Source: an optimization exercise on an open RTL-to-GDS flow (aim: small area). Production flows keep margins and buffers that such runs may drop. Only simulation tests tie the RTL to the original design; equivalence was not proved. Power figures rest on the tool's default switching activity, not on a simulated workload. No driver is modelled on the clock port, so clocking that relies on it looks cheaper here than on a real chip.

Setup of build 70:
## AXI_Sram
module AXI_Sram #(
    parameter   DATA_WIDTH  = 64,
                ADDR_WIDTH  = 32,
                ID_WIDTH    = 1,
                USER_WIDTH  = 1,
                STRB_WIDTH  = (DATA_WIDTH/8)
)(
    input                       ACLK,
    input                       ARESETn,
    input      [ADDR_WIDTH-1:0] AWADDR,
    input      [7:0]            AWLEN,
    input      [2:0]            AWSIZE,
    input      [1:0]            AWBURST,
    input                       AWVALID,
    output reg                  AWREADY,
    input      [DATA_WIDTH-1:0] WDATA,
    input      [STRB_WIDTH-1:0] WSTRB,
    input                       WLAST,
    input                       WVALID,
    output reg                  WREADY,
    output     [1:0]            BRESP,
    output reg                  BVALID,
    input                       BREADY,
    input      [ADDR_WIDTH-1:0] ARADDR,
    input      [7:0]            ARLEN,
    input      [2:0]            ARSIZE,
    input      [1:0]            ARBURST,
    input                       ARVALID,
    output reg                  ARREADY,
    output     [DATA_WIDTH-1:0] RDATA,
    output     [1:0]            RRESP,
    output reg                  RLAST,
    output reg                  RVALID,
    input                       RREADY,
    input                       bist_en,
    input                       dft_en,
    output                      bist_done,
    output reg [7:0]            bist_fail
);
    assign BRESP = 2'b00;
    assign RRESP = 2'b00;
    reg         wen;
    reg  [15:0] awaddr_start;
    reg  [7:0]  awlen;
    reg  [2:0]  awsize;
    reg         awcnt_flag;
    reg  [15:0] awcnt;
    reg  [15:0] awaddr;
    wire        aw_flag_next, aw_at_stop;
    wire [15:0] awcnt_next;
    wire [6:0]  aw_sum;
    burst_cnt u_awc(.start(awaddr_start), .len(awlen), .size(awsize), .flag(awcnt_flag), .cnt(awcnt),
                    .valid(AWVALID), .flag_next(aw_flag_next), .cnt_next(awcnt_next), .at_stop(aw_at_stop), .addr(aw_sum));
    always @(posedge ACLK or negedge ARESETn) begin
        if (!ARESETn) begin
            AWREADY    <= 1'b0;
            WREADY     <= 1'b0;
            BVALID     <= 1'b0;
  ...
For scale: roughly 3000 cells after synthesis, ~1300 flip-flops, roughly 260 I/O pins.
==> flow/config.mk <==
export PLATFORM = sky130hd
export DESIGN_NAME = AXI_Sram
export DESIGN_NICKNAME = AXI_Sram
export VERILOG_FILES = /design/flow/design.v
export SDC_FILE = /design/flow/constraint.sdc
export NUM_CORES = 4
export LEC_CHECK = 0
export CAP_MARGIN = 20
export CORE_MARGIN = 2
export CORE_UTILIZATION = 60
export GPL_TIMING_DRIVEN = 0
export PLACE_DENSITY = 0.8
export SLEW_MARGIN = 20
export SYNTH_HIERARCHICAL = 1
==> flow/constraint.sdc <==
create_clock -name core_clock -period 14.0 [get_ports {ACLK}]
set_input_delay 2.8000 -clock core_clock [delete_from_list [all_inputs] [get_ports {ACLK}]]
set_output_delay 2.8000 -clock core_clock [all_outputs]
set_load 0.01 [all_outputs]
standard.sh (not shown) runs the stock make flow with config.mk's settings and CLKGATE_MAP_FILE= SYNTH_SCRIPT=/design/flow/synth_recipe.tcl, a recipe that flattens the netlist after the stock synthesis.
==> flow/flow/run.sh <==
#!/bin/bash
# The standard ORFS flow (standard.sh): the synthesis unchanged, then the
# layout with:
#  - port buffers of the smallest buffer cell,
#  - a clock tree of larger sink clusters and no dummy loads,
#  - one tie cell per constant instead of one per constant output,
#  - the buffers ABC inserted removed at floorplan (REMOVE_ABC_BUFFERS),
#  - buffers of drive 6 and up kept out of the data-net repair (added to the
#    platform's don't-use list after synthesis).
# The tools' output goes to synth.log and flow.log in this folder; ORFS also
# keeps each step's log under orfs/logs/.
set -o pipefail
bash standard.sh synth > synth.log 2>&1 || exit 1
bash standard.sh \
  "DONT_USE_CELLS=sky130_fd_sc_hd__probe_p_8 sky130_fd_sc_hd__probec_p_8 sky130_fd_sc_hd__lpflow_bleeder_1 sky130_fd_sc_hd__lpflow_clkbufkapwr_1 sky130_fd_sc_hd__lpflow_clkbufkapwr_16 sky130_fd_sc_hd__lpflow_clkbufkapwr_2 sky130_fd_sc_hd__lpflow_clkbufkapwr_4 sky130_fd_sc_hd__lpflow_clkbufkapwr_8 sky130_fd_sc_hd__lpflow_clkinvkapwr_1 sky130_fd_sc_hd__lpflow_clkinvkapwr_16 sky130_fd_sc_hd__lpflow_clkinvkapwr_2 sky130_fd_sc_hd__lpflow_clkinvkapwr_4 sky130_fd_sc_hd__lpflow_clkinvkapwr_8 sky130_fd_sc_hd__lpflow_decapkapwr_12 sky130_fd_sc_hd__lpflow_decapkapwr_3 sky130_fd_sc_hd__lpflow_decapkapwr_4 sky130_fd_sc_hd__lpflow_decapkapwr_6 sky130_fd_sc_hd__lpflow_decapkapwr_8 sky130_fd_sc_hd__lpflow_inputiso0n_1 sky130_fd_sc_hd__lpflow_inputiso0p_1 sky130_fd_sc_hd__lpflow_inputiso1n_1 sky130_fd_sc_hd__lpflow_inputiso1p_1 sky130_fd_sc_hd__lpflow_inputisolatch_1 sky130_fd_sc_hd__lpflow_isobufsrc_1 sky130_fd_sc_hd__lpflow_isobufsrc_16 sky130_fd_sc_hd__lpflow_isobufsrc_2 sky130_fd_sc_hd__lpflow_isobufsrc_4 sky130_fd_sc_hd__lpflow_isobufsrc_8 sky130_fd_sc_hd__lpflow_isobufsrckapwr_16 sky130_fd_sc_hd__lpflow_lsbuf_lh_hl_isowell_tap_1 sky130_fd_sc_hd__lpflow_lsbuf_lh_hl_isowell_tap_2 sky130_fd_sc_hd__lpflow_lsbuf_lh_hl_isowell_tap_4 sky130_fd_sc_hd__lpflow_lsbuf_lh_isowell_4 sky130_fd_sc_hd__lpflow_lsbuf_lh_isowell_tap_1 sky130_fd_sc_hd__lpflow_lsbuf_lh_isowell_tap_2 sky130_fd_sc_hd__lpflow_lsbuf_lh_isowell_tap_4 sky130_fd_sc_hd__buf_6 sky130_fd_sc_hd__buf_8 sky130_fd_sc_hd__buf_12 sky130_fd_sc_hd__buf_16 sky130_fd_sc_hd__bufbuf_8 sky130_fd_sc_hd__bufbuf_16" \
  "BUFFER_PORTS_ARGS=-buffer_cell sky130_fd_sc_hd__buf_1" \
  "CTS_ARGS=-sink_clustering_enable -repair_clock_nets -dont_use_dummy_load -sink_clustering_size 27 -sink_clustering_max_diameter 80 -buf_list sky130_fd_sc_hd__clkbuf_16" \
  SKIP_REPAIR_TIE_FANOUT=1 REMOVE_ABC_BUFFERS=1 \
  finish > flow.log 2>&1
The inputs of build 69 differ from those of build 70 as listed below.
==> flow/flow/run.sh <==
#!/bin/bash
# The standard ORFS flow (standard.sh, unchanged synthesis) with:
#  - port buffers of the smallest buffer cell,
#  - a clock tree of larger sink clusters and no dummy loads,
#  - one tie cell per constant instead of one per constant output,
#  - the buffers ABC inserted removed at floorplan (REMOVE_ABC_BUFFERS).
# The whole ORFS/OpenROAD output goes to flow.log in this folder; ORFS also
# keeps each step's log under orfs/logs/.
set -o pipefail
bash standard.sh \
  "BUFFER_PORTS_ARGS=-buffer_cell sky130_fd_sc_hd__buf_1" \
  "CTS_ARGS=-sink_clustering_enable -repair_clock_nets -dont_use_dummy_load -sink_clustering_size 27 -sink_clustering_max_diameter 80 -buf_list sky130_fd_sc_hd__clkbuf_16" \
  SKIP_REPAIR_TIE_FANOUT=1 REMOVE_ABC_BUFFERS=1 \
  finish > flow.log 2>&1
==> comparison <==
Going from build 70 to build 69, total chip power has increased; wire length of the first global-routing pass has increased.
Area of the core: build 70 vs build 69 identical
Comparing build 70 and build 69, the lower core utilization is on build 70.
Build 69 vs build 70 — minimum clock period rose 0.041 ns.
Going from build 70 to build 69, worst-case setup margin in the final layout saw a decrease; final non-filler cell area climbed 300 um2; overall die area has remained practically unchanged; net switching share of the total power roughly the same.
Changes in build 28 relative to build 69:
-- flow/flow/run.sh --
<<< build 69, line 2
# The standard ORFS flow (standard.sh, unchanged synthesis) with:
>>> build 28, line 2
# The standard ORFS flow (standard.sh): the synthesis unchanged, then the
# layout with:
<<< build 69, line 6
#  - the buffers ABC inserted removed at floorplan (REMOVE_ABC_BUFFERS).
# The whole ORFS/OpenROAD output goes to flow.log in this folder; ORFS also
>>> build 28, line 7
#  - the buffers ABC inserted removed at floorplan (REMOVE_ABC_BUFFERS),
#  - buffers of drive 4 and up kept out of the data-net repair (added to the
#    platform's don't-use list after synthesis).
# The tools' output goes to synth.log and flow.log in this folder; ORFS also
<<< build 69, line 10
>>> build 28, line 13
bash standard.sh synth > synth.log 2>&1 || exit 1
<<< build 69, line 11
>>> build 28, line 15
  "DONT_USE_CELLS=sky130_fd_sc_hd__probe_p_8 sky130_fd_sc_hd__probec_p_8 sky130_fd_sc_hd__lpflow_bleeder_1 sky130_fd_sc_hd__lpflow_clkbufkapwr_1 sky130_fd_sc_hd__lpflow_clkbufkapwr_16 sky130_fd_sc_hd__lpflow_clkbufkapwr_2 sky130_fd_sc_hd__lpflow_clkbufkapwr_4 sky130_fd_sc_hd__lpflow_clkbufkapwr_8 sky130_fd_sc_hd__lpflow_clkinvkapwr_1 sky130_fd_sc_hd__lpflow_clkinvkapwr_16 sky130_fd_sc_hd__lpflow_clkinvkapwr_2 sky130_fd_sc_hd__lpflow_clkinvkapwr_4 sky130_fd_sc_hd__lpflow_clkinvkapwr_8 sky130_fd_sc_hd__lpflow_decapkapwr_12 sky130_fd_sc_hd__lpflow_decapkapwr_3 sky130_fd_sc_hd__lpflow_decapkapwr_4 sky130_fd_sc_hd__lpflow_decapkapwr_6 sky130_fd_sc_hd__lpflow_decapkapwr_8 sky130_fd_sc_hd__lpflow_inputiso0n_1 sky130_fd_sc_hd__lpflow_inputiso0p_1 sky130_fd_sc_hd__lpflow_inputiso1n_1 sky130_fd_sc_hd__lpflow_inputiso1p_1 sky130_fd_sc_hd__lpflow_inputisolatch_1 sky130_fd_sc_hd__lpflow_isobufsrc_1 sky130_fd_sc_hd__lpflow_isobufsrc_16 sky130_fd_sc_hd__lpflow_isobufsrc_2 sky130_fd_sc_hd__lpflow_isobufsrc_4 sky130_fd_sc_hd__lpflow_isobufsrc_8 sky130_fd_sc_hd__lpflow_isobufsrckapwr_16 sky130_fd_sc_hd__lpflow_lsbuf_lh_hl_isowell_tap_1 sky130_fd_sc_hd__lpflow_lsbuf_lh_hl_isowell_tap_2 sky130_fd_sc_hd__lpflow_lsbuf_lh_hl_isowell_tap_4 sky130_fd_sc_hd__lpflow_lsbuf_lh_isowell_4 sky130_fd_sc_hd__lpflow_lsbuf_lh_isowell_tap_1 sky130_fd_sc_hd__lpflow_lsbuf_lh_isowell_tap_2 sky130_fd_sc_hd__lpflow_lsbuf_lh_isowell_tap_4 sky130_fd_sc_hd__buf_4 sky130_fd_sc_hd__buf_6 sky130_fd_sc_hd__buf_8 sky130_fd_sc_hd__buf_12 sky130_fd_sc_hd__buf_16 sky130_fd_sc_hd__bufbuf_8 sky130_fd_sc_hd__bufbuf_16" \
- Compared with build 69, in build 28 sequential share of layout area higher; combinational power saw a decrease; switching share of power grew by 0.23 points.
- For switching power, build 69 and build 28 come out practically identical.
- Build 69 and build 28 ended up with roughly the same clock slew seen by the registers of the worst setup and hold paths.
- In the reports for build 28 and build 69, the smaller power after layout belongs to build 28.
- Share of total power in combinational logic: build 28 and build 69 compared, higher one is build 69
- Reported for build 28 and build 69, worst hold path depth turned out identical to the last digit.
- On build 28: hold slack is 0.0039 ns lower than what build 69 gave.
- Clock network fraction of total power delta for build 28 relative to build 69: 0.2 points higher
- ~same total detailed-routing wirelength in build 28 and build 69
Setup changes, build 28 to build 94
-- flow/flow/run.sh --
<<< build 28, line 17
  "CTS_ARGS=-sink_clustering_enable -repair_clock_nets -dont_use_dummy_load -sink_clustering_size 27 -sink_clustering_max_diameter 80 -buf_list sky130_fd_sc_hd__clkbuf_16" \
>>> build 94, line 17
  "CTS_ARGS=-sink_clustering_enable -repair_clock_nets -dont_use_dummy_load -sink_clustering_size 30 -sink_clustering_max_diameter 80 -buf_list sky130_fd_sc_hd__clkbuf_16" \
==> comparison <==
- Fmax, build 94 vs build 28: down slightly
- Number of vias per cell after detailed routing delta (build 94 -> build 28): insignificant
- Max relative slew slack across build 94 and build 28: build 94
- Multi-input combinational area share essentially unchanged between build 28 and build 94.
- Between build 94 and build 28, the share of the core filled with cells in the final layout figures differ only marginally.
- Going from build 28 to build 94, number of antenna violations at the first check in global routing shrinks by 2.
- Wire: build 94 routes less than build 28
- On total CTS buffers: between build 94 and build 28, it ends up higher for build 28.

* * *

AXI_Sram again, from the RTL that the note above started with.
Design AXI_Sram, start of the top module:
module AXI_Sram #(
    parameter   DATA_WIDTH  = 64,
                ADDR_WIDTH  = 32,
                ID_WIDTH    = 1,
                USER_WIDTH  = 1,
                STRB_WIDTH  = (DATA_WIDTH/8)
)(
    input                       ACLK,
    input                       ARESETn,
    input      [ADDR_WIDTH-1:0] AWADDR,
    input      [7:0]            AWLEN,
    input      [2:0]            AWSIZE,
    input      [1:0]            AWBURST,
    input                       AWVALID,
    output reg                  AWREADY,
    input      [DATA_WIDTH-1:0] WDATA,
    input      [STRB_WIDTH-1:0] WSTRB,
    input                       WLAST,
    input                       WVALID,
    output reg                  WREADY,
    output     [1:0]            BRESP,
    output reg                  BVALID,
    input                       BREADY,
    input      [ADDR_WIDTH-1:0] ARADDR,
    input      [7:0]            ARLEN,
    input      [2:0]            ARSIZE,
    input      [1:0]            ARBURST,
    input                       ARVALID,
    output reg                  ARREADY,
    output     [DATA_WIDTH-1:0] RDATA,
    output     [1:0]            RRESP,
    output reg                  RLAST,
    output reg                  RVALID,
    input                       RREADY,
    input                       bist_en,
    input                       dft_en,
    output                      bist_done,
    output reg [7:0]            bist_fail
);
    assign BRESP = 2'b00;
    assign RRESP = 2'b00;
    reg         wen;
    reg  [15:0] awaddr_start;
    reg  [7:0]  awlen;
    reg  [2:0]  awsize;
    reg         awcnt_flag;
    reg  [15:0] awcnt;
    reg  [15:0] awaddr;
    wire        aw_flag_next, aw_at_stop;
    wire [15:0] awcnt_next;
    wire [6:0]  aw_sum;
    burst_cnt u_awc(.start(awaddr_start), .len(awlen), .size(awsize), .flag(awcnt_flag), .cnt(awcnt),
                    .valid(AWVALID), .flag_next(aw_flag_next), .cnt_next(awcnt_next), .at_stop(aw_at_stop), .addr(aw_sum));
    always @(posedge ACLK or negedge ARESETn) begin
        if (!ARESETn) begin
            AWREADY    <= 1'b0;
  ...
export LEC_CHECK = 0
export CAP_MARGIN = 20
export CORE_MARGIN = 2
export CORE_UTILIZATION = 60
export GPL_TIMING_DRIVEN = 0
export PLACE_DENSITY = 0.8
export SLEW_MARGIN = 20
export SYNTH_HIERARCHICAL = 1
create_clock -name core_clock -period 14.0 [get_ports {ACLK}]
==> flow/flow/run.sh <==
#!/bin/bash
# The standard ORFS flow (standard.sh, unchanged synthesis) with:
#  - port buffers of the smallest buffer cell,
#  - a clock tree of larger sink clusters and no dummy loads,
#  - one tie cell per constant instead of one per constant output,
#  - the buffers ABC inserted removed at floorplan (REMOVE_ABC_BUFFERS).
# The whole ORFS/OpenROAD output goes to flow.log in this folder; ORFS also
# keeps each step's log under orfs/logs/.
set -o pipefail
bash standard.sh \
  "BUFFER_PORTS_ARGS=-buffer_cell sky130_fd_sc_hd__buf_1" \
  "CTS_ARGS=-sink_clustering_enable -repair_clock_nets -dont_use_dummy_load -sink_clustering_size 25 -sink_clustering_max_diameter 70 -buf_list sky130_fd_sc_hd__clkbuf_16" \
  SKIP_REPAIR_TIE_FANOUT=1 REMOVE_ABC_BUFFERS=1 \
  finish > flow.log 2>&1
Then changed:
==> flow/flow/run.sh (replaced) <==
#!/bin/bash
# The standard ORFS flow (standard.sh): the synthesis unchanged, then the
# layout with:
#  - port buffers of the smallest buffer cell,
#  - a clock tree of larger sink clusters and no dummy loads,
#  - one tie cell per constant instead of one per constant output,
#  - the buffers ABC inserted removed at floorplan (REMOVE_ABC_BUFFERS),
#  - buffers of drive 8 and up kept out of the data-net repair (added to the
#    platform's don't-use list after synthesis).
# The tools' output goes to synth.log and flow.log in this folder; ORFS also
# keeps each step's log under orfs/logs/.
set -o pipefail
bash standard.sh synth > synth.log 2>&1 || exit 1
bash standard.sh \
  "DONT_USE_CELLS=sky130_fd_sc_hd__probe_p_8 sky130_fd_sc_hd__probec_p_8 sky130_fd_sc_hd__lpflow_bleeder_1 sky130_fd_sc_hd__lpflow_clkbufkapwr_1 sky130_fd_sc_hd__lpflow_clkbufkapwr_16 sky130_fd_sc_hd__lpflow_clkbufkapwr_2 sky130_fd_sc_hd__lpflow_clkbufkapwr_4 sky130_fd_sc_hd__lpflow_clkbufkapwr_8 sky130_fd_sc_hd__lpflow_clkinvkapwr_1 sky130_fd_sc_hd__lpflow_clkinvkapwr_16 sky130_fd_sc_hd__lpflow_clkinvkapwr_2 sky130_fd_sc_hd__lpflow_clkinvkapwr_4 sky130_fd_sc_hd__lpflow_clkinvkapwr_8 sky130_fd_sc_hd__lpflow_decapkapwr_12 sky130_fd_sc_hd__lpflow_decapkapwr_3 sky130_fd_sc_hd__lpflow_decapkapwr_4 sky130_fd_sc_hd__lpflow_decapkapwr_6 sky130_fd_sc_hd__lpflow_decapkapwr_8 sky130_fd_sc_hd__lpflow_inputiso0n_1 sky130_fd_sc_hd__lpflow_inputiso0p_1 sky130_fd_sc_hd__lpflow_inputiso1n_1 sky130_fd_sc_hd__lpflow_inputiso1p_1 sky130_fd_sc_hd__lpflow_inputisolatch_1 sky130_fd_sc_hd__lpflow_isobufsrc_1 sky130_fd_sc_hd__lpflow_isobufsrc_16 sky130_fd_sc_hd__lpflow_isobufsrc_2 sky130_fd_sc_hd__lpflow_isobufsrc_4 sky130_fd_sc_hd__lpflow_isobufsrc_8 sky130_fd_sc_hd__lpflow_isobufsrckapwr_16 sky130_fd_sc_hd__lpflow_lsbuf_lh_hl_isowell_tap_1 sky130_fd_sc_hd__lpflow_lsbuf_lh_hl_isowell_tap_2 sky130_fd_sc_hd__lpflow_lsbuf_lh_hl_isowell_tap_4 sky130_fd_sc_hd__lpflow_lsbuf_lh_isowell_4 sky130_fd_sc_hd__lpflow_lsbuf_lh_isowell_tap_1 sky130_fd_sc_hd__lpflow_lsbuf_lh_isowell_tap_2 sky130_fd_sc_hd__lpflow_lsbuf_lh_isowell_tap_4 sky130_fd_sc_hd__buf_8 sky130_fd_sc_hd__buf_12 sky130_fd_sc_hd__buf_16" \
  "BUFFER_PORTS_ARGS=-buffer_cell sky130_fd_sc_hd__buf_1" \
  "CTS_ARGS=-sink_clustering_enable -repair_clock_nets -dont_use_dummy_load -sink_clustering_size 27 -sink_clustering_max_diameter 80 -buf_list sky130_fd_sc_hd__clkbuf_16" \
  SKIP_REPAIR_TIE_FANOUT=1 REMOVE_ABC_BUFFERS=1 \
  finish > flow.log 2>&1
After rerunning:
- power goes down by 1.4%
- synthesized cell count stays the same
- via count barely changes
- wire length goes down by about 0.3%
- die area is unchanged

==> static timing again, ports no longer ideal <==
The flow's constraints put no driver on any port. The routed layouts listed below were extracted and timed again, unchanged, in two steps.
Step 1 sets driving cells, clkbuf_16 on the clock port and buf_2 on the other inputs (assumed; they add their load-dependent delay and slew).
Step 2 moves the port delays by t, midway between the first and last clock arrival at a register: inputs arrive t later, outputs are due t later. That takes back most of the time a late clock gives input paths.
Slacks: ideal / step 1 / step 2; pairs: ideal / step 1.
| run | shift t [ns] | slack for setup (ns) | worst hold slack (ns) | worst register clock-pin slew, ns |
|---|---|---|---|---|
| build 70 | 0.688 | 3.474 / 3.474 / 3.474 | 0.430 / 0.430 / 0.430 | 0.10 / 0.10 |
| build 69 | 0.696 | 3.433 / 3.433 / 3.433 | 0.443 / 0.443 / 0.443 | 0.11 / 0.11 |
| build 28 | 0.707 | 3.460 / 3.460 / 3.460 | 0.439 / 0.439 / 0.439 | 0.11 / 0.11 |
| build 94 | 0.694 | 3.401 / 3.401 / 3.401 | 0.437 / 0.437 / 0.437 | 0.11 / 0.11 |
| the first run of note 2 | 0.698 | 3.352 / 3.352 / 3.352 | 0.448 / 0.448 / 0.448 | 0.10 / 0.10 |
| the second run of note 2 | 0.701 | 3.486 / 3.486 / 3.486 | 0.440 / 0.440 / 0.440 | 0.10 / 0.10 |
After both steps setup and hold are still met in every run listed.
